From an optimization exercise on the open Yosys and OpenROAD flow, aimed at small area; shortcuts taken in it are not production practice.
Where RTL was checked, it was by simulation tests only, not by an equivalence proof against the original.
No functional check of the RTL was part of runs 2 and 3.
No activity file was given, so power comes from the tool's default toggle rates.

File: flow/config.mk
export PLATFORM = sky130hd
export DESIGN_NAME = datapath
export DESIGN_NICKNAME = datapath
export VERILOG_FILES = /design/flow/design.v
export SDC_FILE = /design/flow/constraint.sdc
export NUM_CORES = 4
export LEC_CHECK = 0
export CAP_MARGIN = 20
export CORE_MARGIN = 2
export CORE_UTILIZATION = 40
export SLEW_MARGIN = 20
File: flow/constraint.sdc
create_clock -name core_clock -period 11.5 [get_ports {clk}]
set_input_delay 2.3000 -clock core_clock [delete_from_list [all_inputs] [get_ports {clk}]]
set_output_delay 2.3000 -clock core_clock [all_outputs]
set_load 0.01 [all_outputs]
File: flow/design.v
module mux2 #(parameter Width=8)
    (input wire [Width-1:0] d0,d1,
    input wire s,
    output wire [Width-1:0] y);
    assign y=s? d1:d0;
endmodule
module flop (
    input  wire clk, 
    input  wire reset,
    input  wire [31:0] d,
    output reg  [31:0] q  
);
    always @(posedge clk or posedge reset) begin
        if (reset) 
            q <= 32'b0;
        else 
            q <= d;
    end
endmodule
module Extender(
    input [23:0] Instruction, 
    input [1:0] ImmSrc,
    output reg [31:0] ExtImm  
);
always @(*) begin  
    case (ImmSrc)
        2'b00:ExtImm={24'b0 , Instruction[7:0]};  
        2'b01:ExtImm={20'b0 , Instruction[11:0]};  
        2'b10:ExtImm={{6{Instruction[23]}} , Instruction[23:0] , 2'b00};  
        default: ExtImm=32'bx;
    endcase
end
endmodule
module ALU (
    input [31:0] SrcA,
    input [31:0] SrcB,
    input [1:0] AluControl,
    output reg [31:0] AluOutput,
    output reg ZeroFlag,
    output reg CarryFlag,
    output reg OverflowFlag,
    output reg NegativeFlag
);
always @(*) begin
    AluOutput = 32'b0;
    CarryFlag = 0;
    OverflowFlag = 0;
    ZeroFlag = 0;
    NegativeFlag = 0;
    case (AluControl)
        2'b00: begin   
            AluOutput = SrcA & SrcB;
            CarryFlag = 0;
            OverflowFlag = 0;
        end
        2'b01: begin   
            AluOutput = SrcA | SrcB;
            CarryFlag = 0;
            OverflowFlag = 0;
        end
        2'b10: begin   
            {CarryFlag, AluOutput} = {1'b0, SrcA} + {1'b0, SrcB};
            OverflowFlag = (SrcA[31] == SrcB[31]) && (SrcA[31] != AluOutput[31]);
        end
        2'b11: begin   
            {CarryFlag, AluOutput} = {1'b0, SrcA} - {1'b0, SrcB};
            CarryFlag = (SrcA >= SrcB) ? 1 : 0;   
            OverflowFlag = (SrcA[31] != SrcB[31]) && (SrcA[31] != AluOutput[31]);
        end
        default: begin
            AluOutput = 32'b0;
            CarryFlag = 0;
            OverflowFlag = 0;
        end
    endcase
    ZeroFlag = (AluOutput == 32'b0);
    NegativeFlag = AluOutput[31];
end
endmodule
module adder (input [31:0] a,b,
    output [31:0] y);
    assign y = a + b;
endmodule
module GPR(
    input [31:0] R15, 
    input [3:0] A1,A2, 
    input clk,
    input [3:0] A3,  
    input [31:0] WD3,  
    output reg [31:0] RD1,RD2, 
    input WE3 
);
    reg [31:0] register[14:0];
    always@(*) begin  
        RD1=(A1==4'b1111)? R15 : register[A1];
        RD2=(A2==4'b1111)? R15 : register[A2];
    end
    always@(posedge clk) begin  
        if(WE3) begin
            register[A3]<=WD3; 
        end 
    end
endmodule
module datapath(
    input clk,
    input reset,
    input [1:0] RegSrc,
    input RegWrite,
    input [1:0] ImmSrc,
    input ALUSrc,
    input [1:0] ALUControl,
    input MemToReg,
    input PCSrc,
    output [3:0] ALUFlags,
    output [31:0] PC,
    input [31:0] Instr,
    output [31:0] ALUOutput, WriteData,
    input [31:0] ReadData
);
    wire [31:0] PCNext, PCReg, PCplus4, PCplus8;
    wire [31:0] ExtImm, SrcA, SrcB, Result;
    wire [3:0] A1, A2, A3;
    wire ZeroFlag, CarryFlag, OverflowFlag, NegativeFlag;
    assign ALUFlags = {NegativeFlag, ZeroFlag, CarryFlag, OverflowFlag};
    mux2 #(32) pcmux(
        .y(PCNext),
        .d0(PCplus4),
        .d1(Result),
        .s(PCSrc)
    );
    flop pcreg(
        .clk(clk),
        .reset(reset),
        .d(PCNext),
        .q(PCReg)
    );
    assign PC = PCReg;
    adder pcadd1(
        .a(PCReg),
        .b(32'b100),
        .y(PCplus4)
    );
    adder pcadd2(
        .a(PCplus4),
        .b(32'b100),
        .y(PCplus8)
    );
    mux2 #(4) ra1mux(
        .d0(Instr[19:16]),
        .d1(4'b1111),
        .s(RegSrc[0]),
        .y(A1)
    );
    mux2 #(4) ra2mux(
        .d0(Instr[3:0]),
        .d1(Instr[15:12]),
        .s(RegSrc[1]),
        .y(A2)
    );
    GPR rf(
        .clk(clk),
        .WE3(RegWrite),
        .A1(A1),
        .A2(A2),
        .A3(Instr[15:12]),
        .WD3(Result),
        .R15(PCplus8),
        .RD1(SrcA),
        .RD2(WriteData)
    );
    Extender ext(
        .Instruction(Instr[23:0]),
        .ImmSrc(ImmSrc),
        .ExtImm(ExtImm)
    );
    mux2 #(32) srcbmux(
        .d0(WriteData),
        .d1(ExtImm),
        .s(ALUSrc),
        .y(SrcB)
    );
    ALU alu(
        .SrcA(SrcA),
        .SrcB(SrcB),
        .AluControl(ALUControl),
        .AluOutput(ALUOutput),
        .ZeroFlag(ZeroFlag),
        .CarryFlag(CarryFlag),
        .OverflowFlag(OverflowFlag),
        .NegativeFlag(NegativeFlag)
    );
    mux2 #(32) resmux(
        .d0(ALUOutput),
        .d1(ReadData),
        .s(MemToReg),
        .y(Result)
    );
endmodule
File: flow/run.sh
#!/bin/bash
# synth_recipe.tcl (not shown) runs the flow's synth.tcl, then flattens the netlist and writes it again
# the make line also repeats each setting of config.mk as NAME=value (left out here)
make -C /OpenROAD-flow-scripts/flow DESIGN_CONFIG=/design/flow/config.mk WORK_HOME=/design/flow/orfs CLKGATE_MAP_FILE= SYNTH_SCRIPT=/design/flow/synth_recipe.tcl finish
==> results of run 1 <==
routing by layer:
layer / up-vias / routed length [um] / global-route usage (%)
met1: 15000 / 56000 / 45.5
met5: - / 0 / 0
li1: 13400 / - / -
met2: 1890 / 60000 / 49.5
met4: 0 / 6900 / 14.4
met3: 318 / 13900 / 5.05
through the flow:
stage	setup TNS, ns	hold slack, ns
floorplan	0	0.587
global placement	-0.170	0.675
detailed placement	-0.216	0.688
CTS	0	0.705
global route	0	0.708
finish	0	0.708
cell usage in the layout (no fill, tap or decap), types with 25 or more instances in the layout:
cell and instances:
nand2_1 663, edfxtp_1 480, buf_4 415, nand3_1 230, o21ai_0 210, a21oi_1 205, clkdlybuf4s50_1 160, nor2_1 157
inv_1 130, mux2_2 101, ha_1 98, a31oi_1 73, clkbuf_16 56, xnor2_1 51, mux2i_1 47, a221oi_1 46
o22ai_1 37, nor3_1 36, a21o_1 36, buf_12 34, dfrtp_1 32, or2_2 27, nor2b_1 26, and3_1 26
xor2_1 25, a311oi_1 25
final cells by class:
type	count	area, sq um
timing repair buffer	619	5520
tap	1060	1330
clock buffer	71	1480
sequential	512	15200
multi-input combinational	2523	15800
clock inverter	30	329
inverter	137	514
fill	7552	40000
worst paths after layout:
check	startpoint	endpoint	slack, ns	depth (start not counted)
setup / recovery	RegSrc[1]	ALUFlags[2]	0.14	24
hold / removal	pcreg.q[1]	pcreg.q[1]	0.71	1
setup reg to reg	pcreg.q[3]	rf.register[0][24]	3.17	28
hold reg to reg	pcreg.q[1]	pcreg.q[1]	0.71	1
max in group asynchronous	reset	pcreg.q[0]	8.98	3
min in group asynchronous	reset	pcreg.q[29]	2.11	3
flip-flops by register name, summed over array words and instances, names as in the netlist:
| name | cells |
|---|---|
| rf.register | 480 |
| pcreg.q | 32 |
power by group through the flow:
| stage | clock network, W | registers (W) | logic [W] |
|---|---|---|---|
| floorplan | 0 | 0.00227 | 0.00120 |
| global placement | 0 | 0.00231 | 0.00236 |
| detailed placement | 0 | 0.00231 | 0.00236 |
| CTS | 0.00182 | 0.00227 | 0.00238 |
| global route | 0.00189 | 0.00228 | 0.00258 |
| finish | 0.00180 | 0.00227 | 0.00244 |
repair_timing:
action	in CTS	in global routing
resized for setup	4	19
setup endpoints to repair	1	1
cloned	1	0
setup buffers	3	1
pin swaps	1	1
hold endpoints to repair	0	0
critical path, delay by kind of cell:
| family | cells | cell delay, ns |
|---|---|---|
| AOI/OAI and AO/OA | 9 | 2.36 |
| and+or+nand+nor | 9 | 2.45 |
| buffers and inverters | 4 | 1.14 |
| muxes | 1 | 0.44 |
| adders and majority gates | 1 | 0.35 |
logic make-up (layout without fill, tap and decap cells):
kind of cell / count (synthesis) / after routing / synth area share [%]
multiplexers: 170 / 170 / 6.29
adder cells (fa/ha/maj): 103 / 103 / 4.03
buffers and inverters: 390 / 857 / 4.89
AND/OR/NAND/NOR: 1328 / 1328 / 18.8
XOR/XNOR: 76 / 76 / 2.06
AO/OA/AOI/OAI: 846 / 846 / 16.8
flip-flops: 512 / 512 / 47.1
==> flow_metrics.env, run 1 <==
export IMPL_vias_per_cell=6.18
export IMPL_synthArstFlopShare_pct=6.25
export IMPL_critical_path_max_stage_delay_ns=0.54
export IMPL_synth_enable_flop_cells=480
export IMPL_synthTopCellsByCount="663 x nand2_1, 480 x edfxtp_1, 230 x nand3_1, 218 x o21ai_0, 208 x a21oi_1"
export IMPL_drtIter0Drc=3585
export IMPL_final_nets=4026
export IMPL_ir_worst_vdd_mv=0.129
export IMPL_slew_viol_final=0
export IMPL_crit_top_cell="or4_1"
export IMPL_p_switching_w=0.00230
export IMPL_grt_pass1_vias=29000
export IMPL_final_util_pct=50.1
export IMPL_setup_violations=0
export IMPL_synth_area_top_cells="edfxtp_1 45%, nand2_1 7.7%, ha_1 3.9%, mux2_2 3.6%, nand3_1 3.6%"
export IMPL_cts_buffers_inserted=55
export IMPL_worstHoldPathType="reg -> reg"
export IMPL_synth_fp_nets=3603
export IMPL_final_area_sq_mm=0.0402
export IMPL_clk_pin_slew_ns=0.06
export IMPL_power_w=0.00652
export IMPL_final_min_clock_period_ns=11.36
export IMPL_cts_sinks=512
export IMPL_cts_max_path_buffers=3
export IMPL_placed_cell_area_sq_mm=0.0382
export IMPL_ctsHoldBuffers=0
export IMPL_placedCellCount=4846
export IMPL_synth_seq_cells=512
export IMPL_final_cells=4952
export IMPL_clock_fmax_mhz=88.1
export IMPL_areaGrowthSynthToFinish_pct=24.4
export IMPL_powerDensity_mw_per_mm2=162
export IMPL_die_w_um=288
export IMPL_swShare_pct=35.2
export IMPL_critPathArrivalTime_ns=9.06
export IMPL_grt_use_total_pct=32.4
export IMPL_routed_wirelength_um=137000
export IMPL_grt_max_degree=58
export IMPL_rsz0062_at_grt="no"
export IMPL_grt_pass1_wl_um=197000
export IMPL_cp_start_kind="primary input"
export IMPL_fp_row_count=104
export IMPL_ioPinCount=176
export IMPL_setup_worst_path_end_class="output pin"
export IMPL_core_sq_mm=0.0802
export IMPL_clkPwrFrac_pct=27.7
export IMPL_path_max_fanout=12
export IMPL_fin_ws_ns=0.144
export IMPL_routedWlPerCell_um=27.6
export IMPL_seqPwrFrac_pct=34.9
export IMPL_cts_tree="built"
export IMPL_ys_seq_area_share_pct=47.1
export IMPL_gp_congestion=0.979
export IMPL_yosys_cell_count_top_type="nand2_1"
export IMPL_drtAntennaViolNets=0
export IMPL_path_cells="clkdlybuf4s50_1 > buf_12 > mux2_8 > nor3_2 > nand2_1 > buf_12 > o22ai_1 > a221oi_1 > a21oi_1 > o21ai_0 > a21o_1 > ha_1 > nand2b_4 > a221oi_4 > nor2_2 > a2111oi_4 > o21ai_2 > nor3b_2 > o311a_1 > or4_1 > or4_1 > or4_1 > nor4_2 > dlygate4sd1_1"
export IMPL_syn_area_per_cell_sq_um=9.42
export IMPL_finalHoldViolCount=0
export IMPL_cp_required_ns=9.20
export IMPL_antenna_found_initial=3
export IMPL_root_buffer="clkbuf_16"
export IMPL_pre_cts_slack_ns=-0.216
export IMPL_die_h_um=288
export IMPL_max_cap_viol_count=0
export IMPL_synthesis_area_sq_mm=0.0323
export IMPL_pwr_share_comb_pct=37.5
export IMPL_clkLatencyLatePin_ns=0.64
export IMPL_portBuffers=167
export IMPL_num_vias=30600
export IMPL_status="complete, no violations"
export IMPL_ys_warnings_count=4
export IMPL_dieArea_sq_mm=0.0830
export IMPL_critPathKind="in -> out"
export IMPL_min_period_over_period_pct=98.7
export IMPL_antennaDiodeCount=0
export IMPL_start_util_pct=40.3
export IMPL_synth_main_ff_cell="edfxtp_1"
export IMPL_grt_overflow_total=0
export IMPL_ctsHtreeMaxLevel=2
export IMPL_cp_slowest_cell="a2111oi_4"
export IMPL_first_pass_iters=6
export IMPL_intPower_w=0.00422
export IMPL_tightest_slew_ns=1.23
export IMPL_drc=0
export IMPL_yosysTopAreaCellShare_pct=44.7
export IMPL_synth_distinct_cells=102
export IMPL_synth_cells=3425
export IMPL_layout_drive_gt1_share_pct=19.7
export IMPL_p_leak_nw=15.4
export IMPL_dp_hpwl_um=98200
export IMPL_slew_headroom_pct=17.7
export IMPL_finClkSkew_ns=0.0391
export IMPL_yosysTopAreaCell="edfxtp_1"
==> run 2: changes to the inputs <==
==> flow/design.v (replaced) <==
module datapath(
    input clk,
    input reset,
    input [1:0] RegSrc,
    input RegWrite,
    input [1:0] ImmSrc,
    input ALUSrc,
    input [1:0] ALUControl,
    input MemToReg,
    input PCSrc,
    output [3:0] ALUFlags,
    output [31:0] PC,
    input [31:0] Instr,
    output [31:0] ALUOutput, WriteData,
    input [31:0] ReadData
);
    reg  [31:0] PCReg;
    wire [28:0] pc_inc = PCReg[31:3] + 29'd1;
    wire [31:0] PCplus8 = {pc_inc, PCReg[2:0]};
    wire [31:0] PCplus4 = PCReg[2] ? {pc_inc, 1'b0, PCReg[1:0]}
                                   : {PCReg[31:3], 1'b1, PCReg[1:0]};
    assign PC = PCReg;
    wire [31:0] Result = MemToReg ? ReadData : ALUOutput;
    always @(posedge clk or posedge reset) begin
        if (reset) PCReg <= 32'b0;
        else       PCReg <= PCSrc ? Result : PCplus4;
    end
    reg [31:0] r [0:14];
    wire [3:0] A3 = Instr[15:12];
    integer k;
    always @(posedge clk) begin
        for (k = 0; k < 15; k = k + 1)
            if (RegWrite && A3 == k) r[k] <= Result;
    end
    wire [3:0] A1 = RegSrc[0] ? 4'hF : Instr[19:16];
    wire [3:0] A2 = RegSrc[1] ? Instr[15:12] : Instr[3:0];
    reg [31:0] SrcA, RD2;
    integer j;
    always @(*) begin
        SrcA = {32{A1 == 4'hF}} & PCplus8;
        RD2  = {32{A2 == 4'hF}} & PCplus8;
        for (j = 0; j < 15; j = j + 1) begin
            SrcA = SrcA | ({32{A1 == j}} & r[j]);
            RD2  = RD2  | ({32{A2 == j}} & r[j]);
        end
    end
    assign WriteData = RD2;
    wire [31:0] ExtImm = ImmSrc[1] ? {{6{Instr[23]}}, Instr[23:0], 2'b00}
                       : ImmSrc[0] ? {20'b0, Instr[11:0]}
                       :             {24'b0, Instr[7:0]};
    wire [31:0] SrcB = ALUSrc ? ExtImm : RD2;
    wire sub = ALUControl[1] & ALUControl[0];
    wire [31:0] Bx = SrcB ^ {32{sub}};
    wire [32:0] sum = {1'b0, SrcA} + {1'b0, Bx} + {32'b0, sub};
    wire [31:0] logic_out = ALUControl[0] ? (SrcA | SrcB) : (SrcA & SrcB);
    assign ALUOutput = ALUControl[1] ? sum[31:0] : logic_out;
    wire N = ALUOutput[31];
    wire Z = ~|ALUOutput;
    wire C = ALUControl[1] & sum[32];
    wire V = ALUControl[1] & (SrcA[31] == Bx[31]) & (sum[31] != SrcA[31]);
    assign ALUFlags = {N, Z, C, V};
endmodule
==> run 2 against run 1 <==
  * Flip-flop and latch count unchanged
  * Fmax rose by 1.9%
  * Die area is 12% lower
  * Synthesized cell count fell by 26%
  * Register-to-register slack gained 1.1 ns
  * Count of clock-buffer cells in the layout down 8
  * Sequential power up 2%
  * Utilization grew 1.4 points
  * Via count down 10%
  * Area after synthesis down 12%
  * First-iteration DRC count is 44% higher
  * Hold slack got worse by 0.051 ns
==> flow_metrics.env, run 2 <==
export IMPL_status="complete, no violations"
export IMPL_max_cap_viol_count=0
export IMPL_start_util_pct=40.4
export IMPL_synthTopCellsByCount="480 x edfxtp_1, 213 x nand2_1, 207 x a22oi_1, 162 x nand3_1, 138 x clkbuf_1"
export IMPL_syn_area_per_cell_sq_um=11.2
export IMPL_clkLatencyLatePin_ns=0.64
export IMPL_path_max_fanout=18
export IMPL_grt_pass1_wl_um=200000
export IMPL_synth_top_family_by_area="compound AO/OA/AOI/OAI gates"
export IMPL_fp_row_count=97
export IMPL_cts_buffers_inserted=53
export IMPL_setup_worst_path_end_class="output pin"
export IMPL_grt_overflow_total=0
export IMPL_routed_wirelength_um=146000
export IMPL_clock_fmax_mhz=89.8
export IMPL_root_buffer="clkbuf_16"
export IMPL_crit_top_cell="buf_4"
export IMPL_cp_required_ns=9.20
export IMPL_synthAdderAreaFrac_pct=2.12
export IMPL_synth_distinct_cells=102
export IMPL_synth_compound_area_share_pct=21.9
export IMPL_synth_mux_area_share_pct=2.92
export IMPL_clk_pin_slew_ns=0.06
export IMPL_synth_main_ff_cell="edfxtp_1"
export IMPL_synthesis_area_sq_mm=0.0283
export IMPL_antenna_found_initial=3
export IMPL_drc=0
export IMPL_synth_cells=2524
export IMPL_placedCellCount=3877
export IMPL_p_leak_nw=12.9
export IMPL_critPathKind="in -> out"
export IMPL_synth_seq_cells=512
export IMPL_grt_pass1_vias=26300
export IMPL_cts_max_path_buffers=3
export IMPL_ioPinCount=176
export IMPL_pre_cts_slack_ns=-0.433
export IMPL_yosysTopAreaCellShare_pct=50.9
export IMPL_cp_start_kind="primary input"
export IMPL_crit_buf_inv=7
export IMPL_largest_register_ffs=480
export IMPL_layout_common_cells="480 x edfxtp_1, 430 x buf_4, 211 x nand2_1, 207 x a22oi_1, 162 x nand3_1"
export IMPL_areaGrowthSynthToFinish_pct=27.3
export IMPL_final_nets=3104
export IMPL_powerDensity_mw_per_mm2=169
export IMPL_tightest_slew_ns=1.07
export IMPL_power_w=0.00610
export IMPL_path_delay_family="simple AND/OR/NAND/NOR gates"
export IMPL_synth_fp_nets=2633
export IMPL_ff2ff_path_depth=21
export IMPL_critPathArrivalTime_ns=8.84
export IMPL_synth_area_top_cells="edfxtp_1 51%, a22oi_1 5.5%, nand3_1 2.9%, dfrtp_1 2.8%, nand2_1 2.8%"
export IMPL_grt_use_total_pct=38.5
export IMPL_vias_per_cell=6.92
export IMPL_ys_seq_area_share_pct=53.7
export IMPL_cts_tree="built"
export IMPL_cts_sinks=512
export IMPL_final_common_cell="edfxtp_1"
export IMPL_dieArea_sq_mm=0.0730
export IMPL_yosys_cell_count_top_type="edfxtp_1"
export IMPL_synth_xor_area_share_pct=2.88
export IMPL_cp_slowest_cell="or4_1"
export IMPL_drtIter0Drc=5176
export IMPL_synthArstFlopShare_pct=6.25
export IMPL_min_period_over_period_pct=96.9
export IMPL_fin_ws_ns=0.359
export IMPL_regMostFlops="r"
export IMPL_yosys_area_share_simple_pct=12.9
export IMPL_slew_headroom_pct=28.3
export IMPL_die_h_um=270
export IMPL_worstHoldPathType="reg -> reg"
export IMPL_hold_slack_ns=0.657
export IMPL_setup_violations=0
export IMPL_first_pass_iters=11
export IMPL_final_min_clock_period_ns=11.14
export IMPL_synth_enable_flop_cells=480
export IMPL_hold_depth=2
export IMPL_gp_congestion=1.00
export IMPL_rsz0062_at_grt="no"
export IMPL_core_sq_mm=0.0700
export IMPL_final_cells=3978
export IMPL_yosysTopAreaCell="edfxtp_1"
export IMPL_critical_path_max_stage_delay_ns=0.68
export IMPL_layout_drive_gt1_share_pct=22.2
export IMPL_finClkSkew_ns=0.0311
export IMPL_reg_top3="r (480), PCReg (32)"
export IMPL_finalHoldViolCount=0
export IMPL_crit_cells=27
export IMPL_slew_viol_final=0
export IMPL_drtAntennaViolNets=0
export IMPL_portBuffers=167
export IMPL_num_vias=27500
export IMPL_die_w_um=270
export IMPL_grt_max_degree=50
export IMPL_ir_worst_vdd_mv=0.119
export IMPL_ys_warnings_count=2
export IMPL_ctsHtreeMaxLevel=2
export IMPL_routedWlPerCell_um=36.6
export IMPL_dp_hpwl_um=104000
-- run 2: area by class of cell --
class,instances,area [sq um]
antenna,3,7.51
clock buffer,63,1360
clock inverter,32,370
fill,6172,34000
inverter,34,128
multi-input combinational,1772,12400
sequential,512,15200
tap,940,1180
timing repair buffer,622,5380
-- run 2: cell families (layout without fill, tap and decap cells) --
logic type      count (synthesis)  after routing
compound gates                836            836
simple gates                  719            719
flops                         512            512
buf+inv                       240            751
xor+xnor                       93             93
mux                            73             73
fa+ha+maj                      51             51
other cells                     0              3
-- run 2: timing repair --
action,in CTS,in global routing
buffers inserted,0,3
setup endpoints to repair,2,1
pin swaps,0,7
resized for setup,7,15
hold endpoints to repair,0,0
hold buffers,0,0
-- run 2: tightest hold or removal path, delay by kind of cell, from the launching register on --
| family | cells | cell delay [ns] |
|---|---|---|
| AO/OA/AOI/OAI | 2 | 0.22 |
| flip-flops | 1 | 0.39 |
-- run 2: final timing paths --
path | from | slack [ns] | endpoint
worst min register to register | PCReg[31] | 0.66 | PCReg[31]
max in group asynchronous | reset | 9.05 | PCReg[1]
worst max register to register | PCReg[3] | 4.31 | PCReg[30]
worst max-delay path | RegSrc[1] | 0.36 | ALUFlags[2]
worst min-delay path | PCReg[31] | 0.66 | PCReg[31]
min in group asynchronous | reset | 2.08 | PCReg[25]
-- run 2: power by group --
group	internal [W]	switching (W)
logic	0.000816	0.00119
clock network	0.00101	0.000779
registers	0.00221	0.0000921
-- run 2: metrics by stage --
stage	setup TNS (ns)	cell area, sq um	util [%]
6_report	0	36100	51.5
5_1_grt	0	36100	51.5
4_1_cts	0	36000	51.3
3_5_place_dp	-0.462	34200	48.8
3_3_place_gp	-0.493	34200	48.8
2_1_floorplan	0	28300	-
-- run 2: routing by layer --
metal  vias up  part of all wire, %  global-route usage (%)
met4         0                  5.6                    17.3
met2      2362                   43                    58.4
met5         -                    0                       0
met1     13500                   37                    49.2
met3       522                   15                    13.8
li1      11100                    -                       -
==> run 3: changes to the inputs <==
--- a/flow/config.mk
+++ b/flow/config.mk
@@ -8,4 +8,5 @@
 export CAP_MARGIN = 20
 export CORE_MARGIN = 2
 export CORE_UTILIZATION = 40
+export GPL_TIMING_DRIVEN = 0
 export SLEW_MARGIN = 20
==> run 3 against run 2 <==
  * Now fails the layout checks on negative setup slack
  * First-iteration DRC count grew 7.6%
  * Register-to-register slack lost 0.86 ns
  * Area after synthesis is the same
  * Clock power grew 7%
  * Non-clock buffer count shrank 153
  * Sequential power is essentially flat
  * Die area is the same
  * Critical path depth shrank 4
  * Hold slack gained 0.016 ns
==> flow_metrics.env, run 3 <==
export IMPL_status="complete, but fails checks"
export IMPL_failed_checks="negative setup slack"
export IMPL_root_buffer="clkbuf_16"
export IMPL_critical_path_max_stage_delay_ns=0.64
export IMPL_r2r_start="PCReg[3]"
export IMPL_pre_cts_slack_ns=-3.21
export IMPL_cp_start_kind="primary input"
export IMPL_core_sq_mm=0.0700
export IMPL_gp_congestion=1.01
export IMPL_critPathKind="in -> out"
export IMPL_r2r_end="r[13][31]"
export IMPL_cts_buffers_inserted=54
export IMPL_yosys_cell_count_top_type="edfxtp_1"
export IMPL_finalHoldViolCount=0
export IMPL_start_util_pct=40.4
export IMPL_ctsHoldBuffers=0
export IMPL_synth_main_ff_cell="edfxtp_1"
export IMPL_die_w_um=270
export IMPL_fill_cells=6248
export IMPL_drc=0
export IMPL_regMostFlops="r"
export IMPL_die_h_um=270
export IMPL_path_cells="clkdlybuf4s50_1 > buf_6 > and3b_1 > buf_6 > a22o_1 > a22o_1 > nor4_4 > a41oi_1 > xnor2_1 > ha_1 > and3_1 > a221oi_2 > o21ai_1 > or3_1 > a21oi_4 > o31ai_1 > nor4_4 > nand4b_1 > nor3_4 > nand4_1 > nor4_2 > buf_4 > clkbuf_2"
export IMPL_synthArstFlopShare_pct=6.25
export IMPL_routedWlPerCell_um=41.8
export IMPL_synth_distinct_cells=102
export IMPL_num_vias=27900
export IMPL_final_min_clock_period_ns=11.51
export IMPL_portBuffers=159
export IMPL_crit_cells=23
export IMPL_r2r_setup_slack_ns=3.45
export IMPL_cp_slowest_cell="a22o_1"
export IMPL_ff2ff_path_depth=18
export IMPL_dp_hpwl_um=117000
export IMPL_synth_seq_cells=512
export IMPL_p_leak_nw=12.2
export IMPL_synth_cells=2524
export IMPL_setup_violations=1
export IMPL_worstHoldPathType="reg -> reg"
export IMPL_fin_ws_ns=-0.0132
export IMPL_drtIter0Drc=5570
export IMPL_vias_per_cell=7.29
export IMPL_yosysTopAreaCell="edfxtp_1"
export IMPL_clock_fmax_mhz=86.9
export IMPL_min_period_over_period_pct=100
export IMPL_layout_drive_gt1_share_pct=18.9
export IMPL_clkLatencyLatePin_ns=0.65
export IMPL_drtAntennaViolNets=0
export IMPL_slew_viol_final=0
export IMPL_grt_max_degree=33
export IMPL_setup_worst_path_end_class="output pin"
export IMPL_powerDensity_mw_per_mm2=175
export IMPL_layout_common_cells="480 x edfxtp_1, 210 x nand2_1, 207 x a22oi_1, 161 x nand3_1, 155 x clkdlybuf4s50_1"
export IMPL_synthTopCellsByCount="480 x edfxtp_1, 213 x nand2_1, 207 x a22oi_1, 162 x nand3_1, 138 x clkbuf_1"
export IMPL_finClkSkew_ns=0.0307
export IMPL_path_delay_family="simple AND/OR/NAND/NOR gates"
export IMPL_final_nets=2952
export IMPL_finalSetupTns_ns=-0.0132
export IMPL_grt_use_total_pct=42.4
export IMPL_final_cells=3832
export IMPL_final_common_cell="edfxtp_1"
export IMPL_synth_area_top_cells="edfxtp_1 51%, a22oi_1 5.5%, nand3_1 2.9%, dfrtp_1 2.8%, nand2_1 2.8%"
export IMPL_syn_area_per_cell_sq_um=11.2
export IMPL_synth_enable_flop_cells=480
export IMPL_crit_buf_inv=5
export IMPL_tightest_slew_ns=1.30
export IMPL_ys_seq_area_share_pct=53.7
export IMPL_power_w=0.00624
export IMPL_cp_required_ns=9.20
export IMPL_cts_max_path_buffers=3
export IMPL_slew_headroom_pct=13.6
export IMPL_hold_slack_ns=0.673
export IMPL_ctsHtreeMaxLevel=2
export IMPL_reg_top3="r (480), PCReg (32)"
export IMPL_routed_wirelength_um=160000
export IMPL_placedCellCount=3693
export IMPL_fp_row_count=97
export IMPL_antenna_found_initial=7
export IMPL_yosysTopAreaCellShare_pct=50.9
export IMPL_first_pass_iters=8
export IMPL_cts_sinks=512
export IMPL_path_max_fanout=8
export IMPL_ir_worst_vdd_mv=0.113
export IMPL_dieArea_sq_mm=0.0730
export IMPL_grt_pass1_wl_um=215000
export IMPL_synthesis_area_sq_mm=0.0283
export IMPL_ys_warnings_count=2
export IMPL_endpoint="ALUFlags[2]"
export IMPL_max_cap_viol_count=0
export IMPL_largest_register_ffs=480
export IMPL_grt_pass1_vias=26400
export IMPL_areaGrowthSynthToFinish_pct=26.1
export IMPL_cts_tree="built"
export IMPL_critPathArrivalTime_ns=9.21
export IMPL_grt_overflow_total=0
export IMPL_ioPinCount=176
export IMPL_clk_pin_slew_ns=0.07
export IMPL_synth_fp_nets=2633
export IMPL_startpoint="Instr[12]"
==> run 3: changes by cell type in the layout (fill, tap and decap cells not counted), moves of 8 or more <==
cell	before	now
buf_4	430	101
buf_16	0	12
clkbuf_4	0	20
clkbuf_1	10	58
buf_12	24	15
buf_1	0	8
clkbuf_2	0	40
clkbuf_8	0	10
o21ai_0	120	107
buf_6	1	29
buf_2	4	13
==> run 3: area by class of cell <==
| class | count | area, sq um | area share (%) |
|---|---|---|---|
| Timing Repair Buffer | 276 | 2930 | 8.21 |
| Antenna cell | 5 | 12.5 | 0.0350 |
| Inverter | 34 | 128 | 0.357 |
| Buffer | 193 | 1340 | 3.76 |
| Clock buffer | 62 | 1400 | 3.93 |
| Tap cell | 940 | 1180 | 3.29 |
| Sequential cell | 512 | 15200 | 42.6 |
| Multi-Input combinational cell | 1772 | 13000 | 36.4 |
| Clock inverter | 38 | 499 | 1.40 |
==> run 3: logic make-up (layout without fill, tap and decap cells) <==
| family | after synthesis | after routing | synth area share (%) |
|---|---|---|---|
| flip-flops | 512 | 512 | 53.7 |
| buffers and inverters | 240 | 603 | 3.60 |
| XOR/XNOR | 93 | 93 | 2.88 |
| AND/OR/NAND/NOR | 719 | 719 | 12.9 |
| AO/OA/AOI/OAI | 836 | 836 | 21.9 |
| multiplexers | 73 | 73 | 2.92 |
| other | 0 | 5 | 0 |
| adder cells (fa/ha/maj) | 51 | 51 | 2.12 |
==> run 3: how the worst min path moves through the flow <==
stage | slack [ns] | start | depth (start not counted) | end
after detailed placement | 0.66 | PCReg[30] | 2 | PCReg[30]
after floorplan | 0.59 | PCReg[0] | 1 | PCReg[0]
after CTS | 0.68 | PCReg[31] | 2 | PCReg[31]
after global routing | 0.70 | PCReg[31] | 2 | PCReg[31]
final | 0.67 | PCReg[31] | 2 | PCReg[31]
after global placement | 0.65 | PCReg[31] | 2 | PCReg[31]
==> run 3: power breakdown <==
part | total [W] | switching [W] | internal [W]
clock | 0.00192 | 0.000801 | 0.00112
sequential | 0.00230 | 0.0000845 | 0.00221
combinational | 0.00201 | 0.00129 | 0.000722
total | 0.00624 | 0.00218 | 0.00406
==> run 3: repair_timing <==
item,CTS,global route
pin swaps,38,24
setup buffers,38,9
resized for setup,332,31
endpoints found under the setup margin,32,4
==> run 3: worst min-delay path: stages (launching register included) <==
cell	delay [ns]
dfrtp_1	0.41
o21ai_0	0.09
o22ai_1	0.12
==> run 3: metrics by stage <==
| step | area (sq um) | utilization [%] |
|---|---|---|
| 2_1_floorplan | 28300 | - |
| 3_3_place_gp | 31100 | 44.4 |
| 3_5_place_dp | 32400 | 46.2 |
| 4_1_cts | 35500 | 50.7 |
| 5_1_grt | 35700 | 51.0 |
| 6_report | 35700 | 51.0 |
==> run 3: per-layer routing <==
layer	wire length [um]	track usage [%]	up-vias
met5	19	0	-
met1	55500	52.1	13600
met3	24900	16.3	691
li1	-	-	10800
met2	67400	62.6	2791
met4	12500	26.7	2
==> run 4: changes to the inputs <==
--- a/flow/design.v
+++ b/flow/design.v
@@ -51,12 +51,31 @@
     wire [31:0] SrcB = ALUSrc ? ExtImm : RD2;
     wire sub = ALUControl[1] & ALUControl[0];
     wire [31:0] Bx = SrcB ^ {32{sub}};
-    wire [32:0] sum = {1'b0, SrcA} + {1'b0, Bx} + {32'b0, sub};
-    wire [31:0] logic_out = ALUControl[0] ? (SrcA | SrcB) : (SrcA & SrcB);
-    assign ALUOutput = ALUControl[1] ? sum[31:0] : logic_out;
+    wire [31:0] p = SrcA ^ Bx;
+    wire [31:0] g = SrcA & Bx;
+    reg [31:0] G, P;
+    integer lvl, q;
+    always @(*) begin
+        G = {g[31:1], g[0] | (p[0] & sub)};
+        P = p;
+        for (lvl = 1; lvl < 32; lvl = lvl * 2)
+            for (q = 2 * lvl - 1; q < 32; q = q + 2 * lvl) begin
+                G[q] = G[q] | (P[q] & G[q - lvl]);
+                P[q] = P[q] & P[q - lvl];
+            end
+        for (lvl = 8; lvl >= 1; lvl = lvl / 2)
+            for (q = 3 * lvl - 1; q < 32; q = q + 2 * lvl) begin
+                G[q] = G[q] | (P[q] & G[q - lvl]);
+                P[q] = P[q] & P[q - lvl];
+            end
+    end
+    wire [32:0] c = {G, sub};
+    wire [31:0] s = p ^ c[31:0];
+    wire [31:0] logic_out = g | (p & {32{ALUControl[0]}});
+    assign ALUOutput = ALUControl[1] ? s : logic_out;
     wire N = ALUOutput[31];
     wire Z = ~|ALUOutput;
-    wire C = ALUControl[1] & sum[32];
-    wire V = ALUControl[1] & (SrcA[31] == Bx[31]) & (sum[31] != SrcA[31]);
+    wire C = ALUControl[1] & c[32];
+    wire V = ALUControl[1] & (SrcA[31] == Bx[31]) & (s[31] != SrcA[31]);
     assign ALUFlags = {N, Z, C, V};
 endmodule
==> flow/flow/run.sh (new file) <==
#!/bin/bash
# Own layout flow: the standard ORFS flow (standard.sh, unchanged synthesis script and
# register mapping), with these changes:
#  - ABC maps the combinational logic with an area-oriented script (flow/abc.script);
#    registers are mapped by dfflibmap before ABC, exactly as in the standard synthesis.
#  - port buffers use the smallest buffer cell (repair may still upsize them).
#  - CTS without dummy loads, with smaller sink clusters.
#
set -euo pipefail
W=$PWD
rm -rf "$W/own_scripts"
cp -r "$FLOW_HOME/scripts" "$W/own_scripts"
cp "$W/flow/abc.script" "$W/own_scripts/abc_area.script"
cp "$W/flow/abc.script" "$W/own_scripts/abc_speed.script"
CTS="-sink_clustering_enable -repair_clock_nets -dont_use_dummy_load"
CTS="$CTS -sink_clustering_size 12 -sink_clustering_max_diameter 60"
CTS="$CTS -buf_list sky130_fd_sc_hd__clkbuf_8"
bash "$W/standard.sh" \
  "SCRIPTS_DIR=$W/own_scripts" \
  "BUFFER_PORTS_ARGS=-buffer_cell sky130_fd_sc_hd__buf_1" \
  "CTS_ARGS=$CTS" \
  finish > "$W/own_flow_make.log" 2>&1
==> flow/flow/abc.script (new file) <==
&get -n
&st
&dch -f
&nf -a -p
&put
buffer -c
upsize -c
dnsize -c
topo
stime -c
==> flow/standard.sh (new file) <==
#!/bin/bash
# synth_recipe.tcl (not shown) runs the flow's synth.tcl, then flattens the netlist and writes it again
# the make line also repeats each setting of config.mk as NAME=value (left out here)
make -C /OpenROAD-flow-scripts/flow DESIGN_CONFIG=/design/flow/config.mk WORK_HOME=/design/flow/orfs CLKGATE_MAP_FILE= SYNTH_SCRIPT=/design/flow/synth_recipe.tcl "${@:-finish}"
==> flow/config.mk (replaced) <==
export PLATFORM = sky130hd
export DESIGN_NAME = datapath
export DESIGN_NICKNAME = datapath
export VERILOG_FILES = /design/flow/design.v
export SDC_FILE = /design/flow/constraint.sdc
export NUM_CORES = 4
export LEC_CHECK = 0
export ABC_AREA = 1
export CAP_MARGIN = 10
export CORE_MARGIN = 2
export CORE_UTILIZATION = 50
export GPL_TIMING_DRIVEN = 0
export SETUP_SLACK_MARGIN = 0.2
export SLEW_MARGIN = 10
removed: flow/run.sh
==> run 4 against run 3 <==
  * Now clean on timing, DRC and antenna
  * Die area fell by 29%
  * Via count fell by 19%
  * Register-to-register slack improved by 1.1 ns
  * Clock skew rose by 0.017 ns
  * Hold slack got worse by 0.060 ns
  * Wire length fell by 22%
  * Sequential share of layout area rose by 9.8 points
  * First-iteration DRC count fell by 6.5%
  * Critical endpoint unchanged
==> flow_metrics.env, run 4 <==
export IMPL_path_max_fanout=10
export IMPL_clock_fmax_mhz=88.1
export IMPL_crit_top_cell="nor2_1"
export IMPL_critPathKind="in -> out"
export IMPL_cts_sinks=512
export IMPL_synthTopCellsByCount="480 x edfxtp_1, 225 x a22oi_1, 188 x nand2_1, 126 x a222oi_1, 89 x clkbuf_1"
export IMPL_routed_wirelength_um=124000
export IMPL_fp_row_count=82
export IMPL_die_h_um=228
export IMPL_ctsHtreeMaxLevel=2
export IMPL_finClkSkew_ns=0.0473
export IMPL_finalSetupTns_ns=0
export IMPL_vias_per_cell=7.75
export IMPL_clk_pin_slew_ns=0.09
export IMPL_synth_main_ff_cell="edfxtp_1"
export IMPL_cts_buffers_inserted=50
export IMPL_critical_path_max_stage_delay_ns=0.92
export IMPL_antenna_found_initial=4
export IMPL_yosysTopAreaCell="edfxtp_1"
export IMPL_path_cells="buf_1 > or3b_2 > nor2_1 > clkdlybuf4s15_1 > a22oi_1 > nand3_1 > nor2_1 > o21ai_1 > ha_1 > a21oi_1 > o21ai_0 > a21oi_2 > inv_2 > a21oi_4 > o31ai_4 > a31o_2 > fa_2 > nand2_1 > o21ai_0 > nor4_1 > nand4_1 > nor2_1 > buf_4 > buf_1"
export IMPL_synthesis_area_sq_mm=0.0251
export IMPL_regArea_sq_mm=0.0152
export IMPL_yosysTopAreaCellShare_pct=57.5
export IMPL_dieArea_sq_mm=0.0519
export IMPL_tightest_slew_ns=1.42
export IMPL_final_min_clock_period_ns=11.35
export IMPL_crit_buf_inv=5
export IMPL_fill_cells=4072
export IMPL_ys_seq_area_share_pct=60.7
export IMPL_root_buffer="clkbuf_8"
export IMPL_layout_common_cells="480 x edfxtp_1, 225 x a22oi_1, 186 x nand2_1, 158 x buf_1, 126 x a222oi_1"
export IMPL_portBuffers=161
export IMPL_cts_max_path_buffers=3
export IMPL_yosys_cell_count_top_type="edfxtp_1"
export IMPL_synthArstFlopShare_pct=6.25
export IMPL_grt_pass1_vias=21200
export IMPL_grt_pass1_wl_um=166000
export IMPL_hold_slack_ns=0.613
export IMPL_worstHoldPathType="reg -> reg"
export IMPL_drc=0
export IMPL_slew_headroom_pct=4.92
export IMPL_routedWlPerCell_um=42.7
export IMPL_synth_distinct_cells=70
export IMPL_ctsHoldBuffers=0
export IMPL_layout_drive_gt1_share_pct=16.6
export IMPL_dp_hpwl_um=84700
export IMPL_synth_enable_flop_cells=480
export IMPL_ioPinCount=176
export IMPL_grt_use_total_pct=46.6
export IMPL_slew_viol_final=0
export IMPL_synth_fp_nets=2062
export IMPL_setup_worst_path_end_class="output pin"
export IMPL_core_sq_mm=0.0499
export IMPL_power_w=0.00478
export IMPL_cp_start_kind="primary input"
export IMPL_synth_cells=1937
export IMPL_clkLatencyLatePin_ns=0.68
export IMPL_finalHoldViolCount=0
export IMPL_path_delay_family="simple AND/OR/NAND/NOR gates"
export IMPL_grt_max_degree=33
export IMPL_drtIter0Drc=5206
export IMPL_drtAntennaViolNets=0
export IMPL_die_w_um=228
export IMPL_regMostFlops="r"
export IMPL_largest_register_ffs=480
export IMPL_critPathArrivalTime_ns=9.05
export IMPL_final_common_cell="edfxtp_1"
export IMPL_start_util_pct=50.3
export IMPL_p_leak_nw=9.47
export IMPL_multiInputGateArea_sq_mm=0.00965
export IMPL_rsz0062_at_grt="no"
export IMPL_min_period_over_period_pct=98.7
export IMPL_powerDensity_mw_per_mm2=164
export IMPL_max_cap_viol_count=0
export IMPL_final_nets=2364
export IMPL_grt_overflow_total=0
export IMPL_areaGrowthSynthToFinish_pct=15.9
export IMPL_cp_required_ns=9.20
export IMPL_setup_violations=0
export IMPL_synth_area_top_cells="edfxtp_1 58%, a22oi_1 6.7%, a222oi_1 5.0%, dfrtp_1 3.2%, nand2_1 2.8%"
export IMPL_gp_congestion=1.09
export IMPL_synth_seq_cells=512
export IMPL_first_pass_iters=11
export IMPL_ys_warnings_count=2
export IMPL_num_vias=22600
export IMPL_ir_worst_vdd_mv=0.0928
export IMPL_cts_tree="built"
export IMPL_cp_slowest_cell="clkdlybuf4s15_1"
export IMPL_status="complete, no violations"
export IMPL_syn_area_per_cell_sq_um=12.9
export IMPL_reg_top3="r (480), PCReg (32)"
[run 4: repair_timing]
| item | CTS | global route |
|---|---|---|
| buffers inserted | 44 | 8 |
| resized for setup | 209 | 33 |
| gates cloned | 2 | 0 |
| endpoints found under the setup margin | 21 | 1 |
| pin swaps | 17 | 13 |
[run 4: routing by layer]
layer / up-vias / global-route usage [%] / part of all wire, %
met5: - / 0 / 0.031
met4: 6 / 30.7 / 8.5
met3: 603 / 23.1 / 18
met2: 2492 / 65.7 / 40
met1: 10900 / 56.4 / 33
li1: 8575 / - / -
[run 4: final cells by class]
| cell class | count | area share (%) |
|---|---|---|
| well taps | 672 | 2.89 |
| diodes | 8 | 0.0689 |
| flip-flops and latches | 512 | 52.4 |
| multi-input cells | 1263 | 33.2 |
| repair buffers | 248 | 5.62 |
| inverters | 21 | 0.271 |
| clock buffers | 50 | 2.37 |
| plain buffers | 143 | 3.19 |
[run 4: power by group]
group	total, W	leakage [nW]	switching, W	internal [W]
Sequential	0.00230	4.73	0.0000803	0.00222
Combinational	0.00147	4.38	0.00105	0.000421
Clock	0.00100	0.360	0.000616	0.000386
[run 4: stage by stage]
stage / utilization (%) / setup slack [ns] / std cells / cell area [sq um]
floorplan: - / 1.52 / 1937 / 25100
global placement: 53.2 / -2.14 / 2770 / 26500
detailed placement: 54.5 / -2.15 / 2805 / 27200
CTS: 57.9 / 0.257 / 2901 / 28900
global route: 58.2 / 0.175 / 2909 / 29000
finish: 58.3 / 0.151 / 2917 / 29100
[run 4: worst paths after layout]
| path | end | cells past startpoint | from | slack (ns) |
|---|---|---|---|---|
| hold / removal | PCReg[6] | 2 | PCReg[6] | 0.61 |
| setup / recovery | ALUFlags[2] | 24 | Instr[16] | 0.15 |
| min in group asynchronous | PCReg[19] | 2 | reset | 1.76 |
| setup reg to reg | PCReg[23] | 20 | PCReg[3] | 4.51 |
| hold reg to reg | PCReg[6] | 2 | PCReg[6] | 0.61 |
| max in group asynchronous | PCReg[28] | 2 | reset | 9.23 |
[run 4: kinds of logic after synthesis]
family / after synthesis / synth area share [%]
compound gates: 623 / 19.3
xor+xnor: 80 / 2.80
fa+ha+maj: 49 / 2.93
buf+inv: 164 / 2.73
flops: 512 / 60.7
mux: 39 / 1.97
simple gates: 470 / 9.55
[run 4: worst min-delay path, stage by stage, from the launching register on]
cell,delay [ns]
dfrtp_1,0.46
nand2_1,0.07
nand2_1,0.06
==> run 5: changes to the inputs <==
--- a/flow/config.mk
+++ b/flow/config.mk
@@ -6,9 +6,9 @@
 export NUM_CORES = 4
 export LEC_CHECK = 0
 export ABC_AREA = 1
-export CAP_MARGIN = 10
+export CAP_MARGIN = 0
 export CORE_MARGIN = 2
 export CORE_UTILIZATION = 50
 export GPL_TIMING_DRIVEN = 0
 export SETUP_SLACK_MARGIN = 0.2
-export SLEW_MARGIN = 10
+export SLEW_MARGIN = 0
==> run 5 against run 4 <==
  * First-iteration DRC count is 4.7% higher
  * Critical path depth up 3
  * Clock skew up 0.0076 ns
  * Area after synthesis is the same
  * Total power is 0.19% lower
  * Hold slack got worse by 0.0018 ns
  * Critical path type unchanged
  * Highest routed layer unchanged
==> flow_metrics.env, run 5 <==
export IMPL_layout_common_cells="480 x edfxtp_1, 225 x a22oi_1, 186 x nand2_1, 156 x buf_1, 126 x a222oi_1"
export IMPL_ctsHtreeMaxLevel=2
export IMPL_synth_enable_flop_cells=480
export IMPL_critPathArrivalTime_ns=9.00
export IMPL_r2r_end="r[6][31]"
export IMPL_synthTopCellsByCount="480 x edfxtp_1, 225 x a22oi_1, 188 x nand2_1, 126 x a222oi_1, 89 x clkbuf_1"
export IMPL_core_sq_mm=0.0499
export IMPL_hold_depth=2
export IMPL_final_common_cell="edfxtp_1"
export IMPL_portBuffers=161
export IMPL_placed_cell_area_sq_mm=0.0271
export IMPL_grt_max_degree=33
export IMPL_endpoint="ALUFlags[2]"
export IMPL_ys_seq_area_share_pct=60.7
export IMPL_final_min_clock_period_ns=11.30
export IMPL_r2r_setup_slack_ns=4.35
export IMPL_regMostFlops="r"
export IMPL_yosysTopAreaCellShare_pct=57.5
export IMPL_hold_slack_ns=0.611
export IMPL_routed_wirelength_um=125000
export IMPL_reg_top3="r (480), PCReg (32)"
export IMPL_finClkSkew_ns=0.0550
export IMPL_ctsHoldBuffers=0
export IMPL_synth_distinct_cells=70
export IMPL_clock_fmax_mhz=88.5
export IMPL_final_nets=2350
export IMPL_start_util_pct=50.3
export IMPL_cp_start_kind="primary input"
export IMPL_finalSetupTns_ns=0
export IMPL_startpoint="Instr[19]"
export IMPL_dieArea_sq_mm=0.0519
export IMPL_synth_cells=1937
export IMPL_antenna_found_initial=10
export IMPL_synth_seq_cells=512
export IMPL_synthesis_area_sq_mm=0.0251
export IMPL_vias_per_cell=7.83
export IMPL_largest_register_ffs=480
export IMPL_max_cap_viol_count=0
export IMPL_ff2ff_path_depth=19
export IMPL_status="complete, no violations"
export IMPL_cts_buffers_inserted=50
export IMPL_ys_warnings_count=2
export IMPL_cp_slowest_cell="clkdlybuf4s15_1"
export IMPL_slew_headroom_pct=5.08
export IMPL_num_vias=22800
export IMPL_synth_fp_nets=2062
export IMPL_rsz0062_at_grt="no"
export IMPL_ioPinCount=176
export IMPL_gp_congestion=1.09
export IMPL_drtAntennaViolNets=0
export IMPL_first_pass_iters=11
export IMPL_critical_path_max_stage_delay_ns=0.90
export IMPL_die_h_um=228
export IMPL_cp_required_ns=9.20
export IMPL_clkLatencyLatePin_ns=0.68
export IMPL_powerDensity_mw_per_mm2=165
export IMPL_fp_row_count=82
export IMPL_syn_area_per_cell_sq_um=12.9
export IMPL_yosys_cell_count_top_type="edfxtp_1"
export IMPL_die_w_um=228
export IMPL_cts_tree="built"
export IMPL_synthArstFlopShare_pct=6.25
export IMPL_synth_area_top_cells="edfxtp_1 58%, a22oi_1 6.7%, a222oi_1 5.0%, dfrtp_1 3.2%, nand2_1 2.8%"
export IMPL_worstHoldPathType="reg -> reg"
export IMPL_final_area_sq_mm=0.0289
export IMPL_synth_main_ff_cell="edfxtp_1"
export IMPL_grt_pass1_vias=21000
export IMPL_root_buffer="clkbuf_8"
export IMPL_grt_overflow_total=0
export IMPL_critPathKind="in -> out"
export IMPL_clk_pin_slew_ns=0.09
export IMPL_finalHoldViolCount=0
export IMPL_dp_hpwl_um=84500
export IMPL_ir_worst_vdd_mv=0.109
export IMPL_slew_viol_final=0
export IMPL_final_util_pct=57.9
export IMPL_cts_sinks=512
export IMPL_cts_max_path_buffers=3
export IMPL_r2r_start="PCReg[3]"
export IMPL_grt_pass1_wl_um=167000
export IMPL_min_period_over_period_pct=98.3
export IMPL_yosysTopAreaCell="edfxtp_1"
export IMPL_drc=0
export IMPL_setup_violations=0
export IMPL_setup_worst_path_end_class="output pin"
export IMPL_areaGrowthSynthToFinish_pct=15.2
export IMPL_path_max_fanout=10
export IMPL_drtIter0Drc=5453
export IMPL_p_leak_nw=9.38
export IMPL_grt_use_total_pct=46.6
export IMPL_routedWlPerCell_um=42.9
export IMPL_tightest_slew_ns=1.41
export IMPL_layout_drive_gt1_share_pct=15.8
[run 5: cell types whose count changed in the layout (fill, tap and decap cells not counted), sizes merged]
cell,before,now
diode,8,12
mux2,36,38
buf,298,289
clkbuf,140,133
[run 5: kinds of logic after synthesis]
family / count (synthesis) / share of synthesized area (%)
flops: 512 / 60.7
compound gates: 623 / 19.3
simple gates: 470 / 9.55
mux: 39 / 1.97
xor+xnor: 80 / 2.80
fa+ha+maj: 49 / 2.93
buf+inv: 164 / 2.73
[run 5: worst min-delay path by stage]
| stage | startpoint | to | slack (ns) |
|---|---|---|---|
| after global routing | PCReg[29] | PCReg[29] | 0.63 |
| after CTS | PCReg[6] | PCReg[6] | 0.60 |
| after floorplan | PCReg[4] | PCReg[4] | 0.57 |
| after detailed placement | PCReg[6] | PCReg[6] | 0.58 |
| final | PCReg[6] | PCReg[6] | 0.61 |
| after global placement | PCReg[4] | PCReg[4] | 0.55 |
[run 5: timing repair]
| item | 4_1_cts | 5_1_grt |
|---|---|---|
| setup endpoints to repair | 21 | 1 |
| buffers inserted | 36 | 6 |
| gates resized for setup | 203 | 40 |
| hold endpoints to repair | 0 | 0 |
| pin swaps | 16 | 9 |
| gates cloned | 4 | 0 |
[run 5: per-layer routing]
metal  GRT usage, %  part of all wire (%)  wire length [um]  up-vias
met5              0                 0.042                52        -
met4           30.8                   8.4             10500        8
met3           22.1                    18             22200      632
met2           66.0                    41             50800     2520
met1           56.8                    33             41100    11100
li1               -                     -                 -     8561
[run 5: critical path, delay by kind of cell]
family | cells | cell delay [ns]
fa+ha+maj | 2 | 0.87
simple gates | 9 | 1.86
compound gates | 9 | 2.03
buf+inv | 6 | 1.73
xor+xnor | 1 | 0.20
[run 5: area by class of cell]
cell class	instances	area, sq um
Buffer	143	907
Inverter	21	78.8
Timing Repair Buffer	232	1470
Multi-Input combinational cell	1265	9650
Sequential cell	512	15200
Tap cell	672	841
Clock buffer	50	688
Antenna cell	12	30.0
Fill cell	4104	21000
[run 5: report_power, final]
part | internal (W) | total [W] | switching (W)
logic | 0.000411 | 0.00146 | 0.00105
registers | 0.00222 | 0.00230 | 0.0000820
clock network | 0.000386 | 0.00100 | 0.000616
[run 5: per-stage QoR]
stage / setup slack (ns) / power, W / instances
6_report: 0.199 / 0.00477 / 2907
2_1_floorplan: 1.52 / 0.00304 / 1937
4_1_cts: 0.201 / 0.00465 / 2889
3_5_place_dp: -2.05 / 0.00364 / 2799
3_3_place_gp: -2.14 / 0.00361 / 2770
5_1_grt: 0.171 / 0.00487 / 2896
==> run 6: changes to the inputs <==
--- a/flow/design.v
+++ b/flow/design.v
@@ -33,15 +33,21 @@
             if (RegWrite && A3 == k) r[k] <= Result;
     end
     wire [3:0] A1 = RegSrc[0] ? 4'hF : Instr[19:16];
-    wire [3:0] A2 = RegSrc[1] ? Instr[15:12] : Instr[3:0];
-    reg [31:0] SrcA, RD2;
+    reg [15:0] s1, s2;
     integer j;
     always @(*) begin
-        SrcA = {32{A1 == 4'hF}} & PCplus8;
-        RD2  = {32{A2 == 4'hF}} & PCplus8;
+        for (j = 0; j < 16; j = j + 1) begin
+            s1[j] = (A1 == j);
+            s2[j] = RegSrc[1] ? (Instr[15:12] == j) : (Instr[3:0] == j);
+        end
+    end
+    reg [31:0] SrcA, RD2;
+    always @(*) begin
+        SrcA = {32{s1[15]}} & PCplus8;
+        RD2  = {32{s2[15]}} & PCplus8;
         for (j = 0; j < 15; j = j + 1) begin
-            SrcA = SrcA | ({32{A1 == j}} & r[j]);
-            RD2  = RD2  | ({32{A2 == j}} & r[j]);
+            SrcA = SrcA | ({32{s1[j]}} & r[j]);
+            RD2  = RD2  | ({32{s2[j]}} & r[j]);
         end
     end
     assign WriteData = RD2;
==> run 6 against run 5 <==
  * Worst setup slack improved by 0.051 ns
  * Cell count decreased by 1.5%
  * Wire length decreased by 2.8%
  * Die area decreased by 0.20%
  * Combinational power decreased by 7%
  * Flip-flop and latch count unchanged
  * Clock power about the same
  * Critical path depth increased by 1
  * Non-clock buffer count decreased by 34
  * Fmax increased by 0.45%
==> flow_metrics.env, run 6 <==
export IMPL_status="complete, no violations"
export IMPL_syn_area_per_cell_sq_um=12.9
export IMPL_fin_ws_ns=0.250
export IMPL_path_max_fanout=10
export IMPL_setup_violations=0
export IMPL_routed_wirelength_um=121000
export IMPL_vias_per_cell=7.84
export IMPL_clk_pin_slew_ns=0.09
export IMPL_max_cap_viol_count=0
export IMPL_gp_congestion=1.04
export IMPL_ir_worst_vdd_mv=0.0995
export IMPL_synthArstFlopShare_pct=6.25
export IMPL_powerDensity_mw_per_mm2=165
export IMPL_r2r_end="PCReg[31]"
export IMPL_drc=0
export IMPL_yosysTopAreaCellShare_pct=57.6
export IMPL_regMostFlops="r"
export IMPL_slew_headroom_pct=6.47
export IMPL_holdPathEnd="PCReg[30]"
export IMPL_routedWlPerCell_um=42.4
export IMPL_dp_hpwl_um=83200
export IMPL_layout_common_cells="480 x edfxtp_1, 205 x nand2_1, 187 x a22oi_1, 165 x a222oi_1, 159 x buf_1"
export IMPL_clock_fmax_mhz=88.9
export IMPL_grt_max_degree=33
export IMPL_yosysTopAreaCell="edfxtp_1"
export IMPL_critPathArrivalTime_ns=8.95
export IMPL_largest_register_ffs=480
export IMPL_synth_fp_nets=2068
export IMPL_finalHoldViolCount=0
export IMPL_ioPinCount=176
export IMPL_ctsHtreeMaxLevel=2
export IMPL_cts_max_path_buffers=3
export IMPL_portBuffers=162
export IMPL_ys_warnings_count=2
export IMPL_cts_sinks=512
export IMPL_die_w_um=228
export IMPL_synth_main_ff_cell="edfxtp_1"
export IMPL_reg_top3="r (480), PCReg (32)"
export IMPL_ff2ff_path_depth=24
export IMPL_cp_required_ns=9.20
export IMPL_drtAntennaViolNets=0
export IMPL_rsz0062_at_grt="no"
export IMPL_power_w=0.00466
export IMPL_die_h_um=228
export IMPL_p_leak_nw=9.38
export IMPL_final_nets=2318
export IMPL_synth_distinct_cells=69
export IMPL_areaGrowthSynthToFinish_pct=13.3
export IMPL_grt_use_total_pct=46.0
export IMPL_synth_enable_flop_cells=480
export IMPL_slew_viol_final=0
export IMPL_grt_pass1_vias=20200
export IMPL_r2r_start="PCReg[3]"
export IMPL_synthTopCellsByCount="480 x edfxtp_1, 207 x nand2_1, 189 x a22oi_1, 165 x a222oi_1, 111 x clkbuf_1"
export IMPL_first_pass_iters=16
export IMPL_drtIter0Drc=5644
export IMPL_synth_seq_cells=512
export IMPL_core_sq_mm=0.0492
export IMPL_worstHoldPathType="reg -> reg"
export IMPL_worstHoldStart="PCReg[30]"
export IMPL_ys_seq_area_share_pct=60.8
export IMPL_synth_area_top_cells="edfxtp_1 58%, a222oi_1 6.6%, a22oi_1 5.7%, dfrtp_1 3.2%, nand2_1 3.1%"
export IMPL_cts_tree="built"
export IMPL_critPathKind="in -> out"
export IMPL_finClkSkew_ns=0.0554
export IMPL_pre_cts_slack_ns=-2.35
export IMPL_tightest_slew_ns=1.39
export IMPL_dieArea_sq_mm=0.0518
export IMPL_num_vias=22400
export IMPL_yosys_cell_count_top_type="edfxtp_1"
export IMPL_layout_drive_gt1_share_pct=15.4
export IMPL_r2r_setup_slack_ns=3.97
export IMPL_final_common_cell="edfxtp_1"
export IMPL_final_cells=2862
export IMPL_setup_worst_path_end_class="output pin"
export IMPL_synthesis_area_sq_mm=0.0250
export IMPL_cp_start_kind="primary input"
export IMPL_root_buffer="clkbuf_8"
export IMPL_antenna_found_initial=13
export IMPL_fp_row_count=81
export IMPL_cts_buffers_inserted=50
export IMPL_clkLatencyLatePin_ns=0.68
export IMPL_grt_overflow_total=0
export IMPL_grt_pass1_wl_um=160000
export IMPL_placedCellCount=2787
export IMPL_min_period_over_period_pct=97.8
export IMPL_final_min_clock_period_ns=11.25
export IMPL_synth_cells=1943
export IMPL_hold_depth=2
export IMPL_start_util_pct=50.9
## run 6: worst max-delay path by stage
stage	slack, ns	start	cells past startpoint	to
after floorplan	1.23	Instr[13]	28	ALUFlags[2]
after global placement	-2.34	Instr[3]	30	ALUFlags[2]
after detailed placement	-2.35	Instr[3]	30	ALUFlags[2]
after CTS	0.20	Instr[18]	28	ALUFlags[2]
after global routing	0.17	Instr[15]	31	ALUFlags[2]
final	0.25	Instr[1]	28	ALUFlags[2]
## run 6: cell type report
| class | instances | area, sq um |
|---|---|---|
| Antenna cell | 7 | 17.5 |
| Buffer | 143 | 902 |
| Clock buffer | 50 | 688 |
| Fill cell | 4039 | 20800 |
| Inverter | 21 | 78.8 |
| Multi-Input combinational cell | 1267 | 9500 |
| Sequential cell | 512 | 15200 |
| Tap cell | 664 | 831 |
| Timing Repair Buffer | 198 | 1110 |
## run 6: report_power, final
| part | switching [W] | total, W | internal (W) |
|---|---|---|---|
| registers | 0.0000876 | 0.00231 | 0.00222 |
| clock network | 0.000612 | 0.000998 | 0.000386 |
| logic | 0.000977 | 0.00136 | 0.000382 |
| total | 0.00168 | 0.00466 | 0.00299 |
## run 6: cells by family (layout without fill, tap and decap cells)
kind of cell             after synthesis  after routing  synth area share [%]
AO/OA/AOI/OAI                        611            611                  19.3
XOR/XNOR                              81             81                  2.87
adder cells (fa/ha/maj)               49             49                  2.93
buffers and inverters                164            412                  2.60
flip-flops                           512            512                  60.8
multiplexers                          34             34                  1.53
other                                  0              7                     0
AND/OR/NAND/NOR                      492            492                  9.97
## run 6: worst max-delay path, stage by stage
cell and delay [ns]:
buf_1 0.09, buf_4 0.21, nor3_1 0.12, a22o_2 0.41
clkbuf_4 0.32, clkbuf_4 0.34, a221oi_2 0.42, nand3_1 0.32
a222oi_1 0.34, buf_4 0.19, xnor2_1 0.06, ha_1 0.34
nand3_1 0.13, nand2_2 0.15, a21oi_4 0.08, o31ai_2 0.44
a21oi_2 0.15, buf_4 0.15, buf_4 0.14, o21ai_0 0.29
fa_1 0.45, nand2_1 0.07, o21ai_0 0.26, nor4_2 0.58
nand2_1 0.11, nor3_1 0.19, buf_4 0.13, buf_1 0.13
## run 6: per-stage QoR
step	hold slack, ns	TNS, ns	utilization, %	cell area, sq um
2_1_floorplan	0.592	0	-	25000
5_1_grt	0.633	0	57.6	28300
6_report	0.591	0	57.7	28300
3_3_place_gp	0.563	-31.62	53.8	26500
3_5_place_dp	0.569	-19.00	54.6	26800
4_1_cts	0.591	0	57.1	28100
## run 6: what timing repair did
item | 4_1_cts | 5_1_grt
buffers inserted | 11 | 6
setup endpoints to repair | 23 | 5
pin swaps | 12 | 20
hold buffers | 0 | 0
resized for setup | 217 | 101
## run 6: layer usage
layer  global-route usage, %  share of wire, %  vias to the layer above
li1                        -                 -                     8521
met1                    55.5                33                    10800
met2                    64.5                40                     2502
met3                    23.9                19                      584
met4                    29.5               8.0                       10
met5                       0              0.15                        -
==> run 7: changes to the inputs <==
--- a/flow/flow/run.sh
+++ b/flow/flow/run.sh
@@ -13,7 +13,7 @@
 cp "$W/flow/abc.script" "$W/own_scripts/abc_area.script"
 cp "$W/flow/abc.script" "$W/own_scripts/abc_speed.script"
 CTS="-sink_clustering_enable -repair_clock_nets -dont_use_dummy_load"
-CTS="$CTS -sink_clustering_size 12 -sink_clustering_max_diameter 60"
+CTS="$CTS -sink_clustering_size 14 -sink_clustering_max_diameter 60"
 CTS="$CTS -buf_list sky130_fd_sc_hd__clkbuf_8"
 bash "$W/standard.sh" \
   "SCRIPTS_DIR=$W/own_scripts" \
==> flow/flow/abc.script (replaced) <==
&get -n
&st
&synch2
&dch -f
&nf -a -p
&put
buffer -c
upsize -c
dnsize -c
topo
stime -c
--- a/flow/config.mk
+++ b/flow/config.mk
@@ -8,7 +8,7 @@
 export ABC_AREA = 1
 export CAP_MARGIN = 0
 export CORE_MARGIN = 2
-export CORE_UTILIZATION = 50
+export CORE_UTILIZATION = 55
 export GPL_TIMING_DRIVEN = 0
 export SETUP_SLACK_MARGIN = 0.2
 export SLEW_MARGIN = 0
==> run 7 against run 6 <==
  * Flip-flop and latch count stayed put
  * Hold slack better by 0.015 ns
  * Worst setup slack worse by 0.0022 ns
  * Count of clock-buffer cells in the layout is 7 lower
  * Critical path type unchanged
  * Highest routed layer unchanged
  * Wire length is 3.9% lower
  * Register-to-register slack better by 0.28 ns
==> flow_metrics.env, run 7 <==
export IMPL_final_common_cell="edfxtp_1"
export IMPL_syn_area_per_cell_sq_um=13.1
export IMPL_drc=0
export IMPL_path_max_fanout=10
export IMPL_clk_pin_slew_ns=0.09
export IMPL_cts_sinks=512
export IMPL_r2r_start="PCReg[3]"
export IMPL_areaGrowthSynthToFinish_pct=13.1
export IMPL_grt_overflow_total=0
export IMPL_fill_cells=3486
export IMPL_reg_top3="r (480), PCReg (32)"
export IMPL_cts_tree="built"
export IMPL_yosysTopAreaCellShare_pct=58.3
export IMPL_ys_seq_area_share_pct=61.6
export IMPL_tightest_slew_ns=1.35
export IMPL_clock_fmax_mhz=88.9
export IMPL_synth_area_top_cells="edfxtp_1 58%, a222oi_1 6.2%, a22oi_1 6.0%, dfrtp_1 3.2%, ha_1 1.7%"
export IMPL_synth_cells=1892
export IMPL_min_period_over_period_pct=97.8
export IMPL_root_buffer="clkbuf_8"
export IMPL_yosys_cell_count_top_type="edfxtp_1"
export IMPL_gp_congestion=1.01
export IMPL_synth_fp_nets=2017
export IMPL_worstHoldStart="PCReg[24]"
export IMPL_first_pass_iters=14
export IMPL_dp_hpwl_um=78800
export IMPL_setup_violations=0
export IMPL_synth_enable_flop_cells=480
export IMPL_grt_use_total_pct=48.5
export IMPL_synthesis_area_sq_mm=0.0247
export IMPL_power_w=0.00449
export IMPL_cp_start_kind="primary input"
export IMPL_status="complete, no violations"
export IMPL_critPathArrivalTime_ns=8.95
export IMPL_synth_main_ff_cell="edfxtp_1"
export IMPL_die_w_um=216
export IMPL_startpoint="Instr[17]"
export IMPL_final_nets=2252
export IMPL_drtIter0Drc=6390
export IMPL_critPathKind="in -> out"
export IMPL_ir_worst_vdd_mv=0.112
export IMPL_antenna_found_initial=9
export IMPL_pre_cts_slack_ns=-1.51
export IMPL_final_min_clock_period_ns=11.25
export IMPL_finClkSkew_ns=0.0416
export IMPL_portBuffers=161
export IMPL_ctsHoldBuffers=0
export IMPL_layout_drive_gt1_share_pct=12.8
export IMPL_synthArstFlopShare_pct=6.25
-- run 7: power by group --
group          switching [W]  total (W)  leakage [nW]  internal [W]
clock               0.000588   0.000923         0.309      0.000335
combinational       0.000887    0.00126          3.82      0.000372
sequential         0.0000849    0.00231          4.74       0.00222
-- run 7: path summary, 6_finish.rpt --
check | to | slack (ns) | cells after the start
max | ALUFlags[2] | 0.25 | 26
min | PCReg[24] | 0.61 | 2
max reg2reg | PCReg[31] | 4.25 | 25
min reg2reg | PCReg[24] | 0.61 | 2
max in group asynchronous | PCReg[0] | 9.48 | 3
min in group asynchronous | PCReg[27] | 1.57 | 2
-- run 7: cell type report --
| class | count | area, sq um | area share (%) |
|---|---|---|---|
| tap | 592 | 741 | 2.65 |
| antenna | 11 | 27.5 | 0.0985 |
| timing repair buffer | 190 | 1140 | 4.07 |
| clock buffer | 43 | 592 | 2.12 |
| sequential | 512 | 15200 | 54.5 |
| inverter | 26 | 97.6 | 0.349 |
| multi-input combinational | 1215 | 9300 | 33.3 |
| buffer | 139 | 828 | 2.96 |
-- run 7: cell families (layout without fill, tap and decap cells) --
| logic type | count (synthesis) | in the layout | share of synthesized area, % |
|---|---|---|---|
| compound gates | 655 | 655 | 20.7 |
| simple gates | 403 | 403 | 7.99 |
| mux | 29 | 29 | 1.32 |
| other cells | 0 | 11 | 0 |
| flops | 512 | 512 | 61.6 |
| buf+inv | 165 | 398 | 2.67 |
| xor+xnor | 79 | 79 | 2.80 |
| fa+ha+maj | 49 | 49 | 2.97 |
-- run 7: timing repair --
action | in CTS | in global routing
buffers inserted | 0 | 4
gates cloned | 0 | 0
setup endpoints to repair | 17 | 3
resized for setup | 158 | 48
pin swaps | 3 | 7
-- run 7: per-layer routing --
metal	part of all wire, %	track usage [%]	up-vias
li1	-	-	8350
met1	32	59.4	10600
met2	41	68.1	2670
met3	19	25.5	628
met4	7.8	28.3	14
met5	0.29	1.25	-
-- run 7: stage by stage --
step           setup TNS [ns]  util (%)  cells  instance area, sq um
2_1_floorplan               0         -   1892                 24700
3_3_place_gp            -3.90      58.8   2645                 26000
3_5_place_dp            -5.48      60.1   2669                 26600
4_1_cts                     0      62.5   2712                 27700
5_1_grt                     0      63.0   2720                 27900
6_report                    0      63.0   2728                 27900
-- run 7: worst max-delay path: stages --
cell and delay, ns:
clkbuf_2 0.44, nand2_1 0.27, nor2_2 0.43, clkbuf_2 0.53, clkbuf_2 0.59, a22oi_1 0.18, nand3_1 0.13, nor2_1 0.10
o21ai_0 0.26, ha_1 0.41, a21oi_1 0.18, o21ai_0 0.11, a21oi_1 0.26, o31ai_4 0.18, a31oi_4 0.25, nor3_2 0.09
nor3_2 0.21, o21ai_1 0.15, fa_1 0.51, nand2_1 0.07, o21ai_0 0.17, nor4_2 0.41, nand4_1 0.25, nor3_2 0.17
buf_4 0.12, buf_1 0.13

Setup slack of run 7, layout unchanged: 0.248 ns with ideal ports, 0.223 ns with driving cells assumed (clock clkbuf_16, inputs buf_2), 0.223 ns with port delays also shifted by the 0.659 ns mid clock arrival.
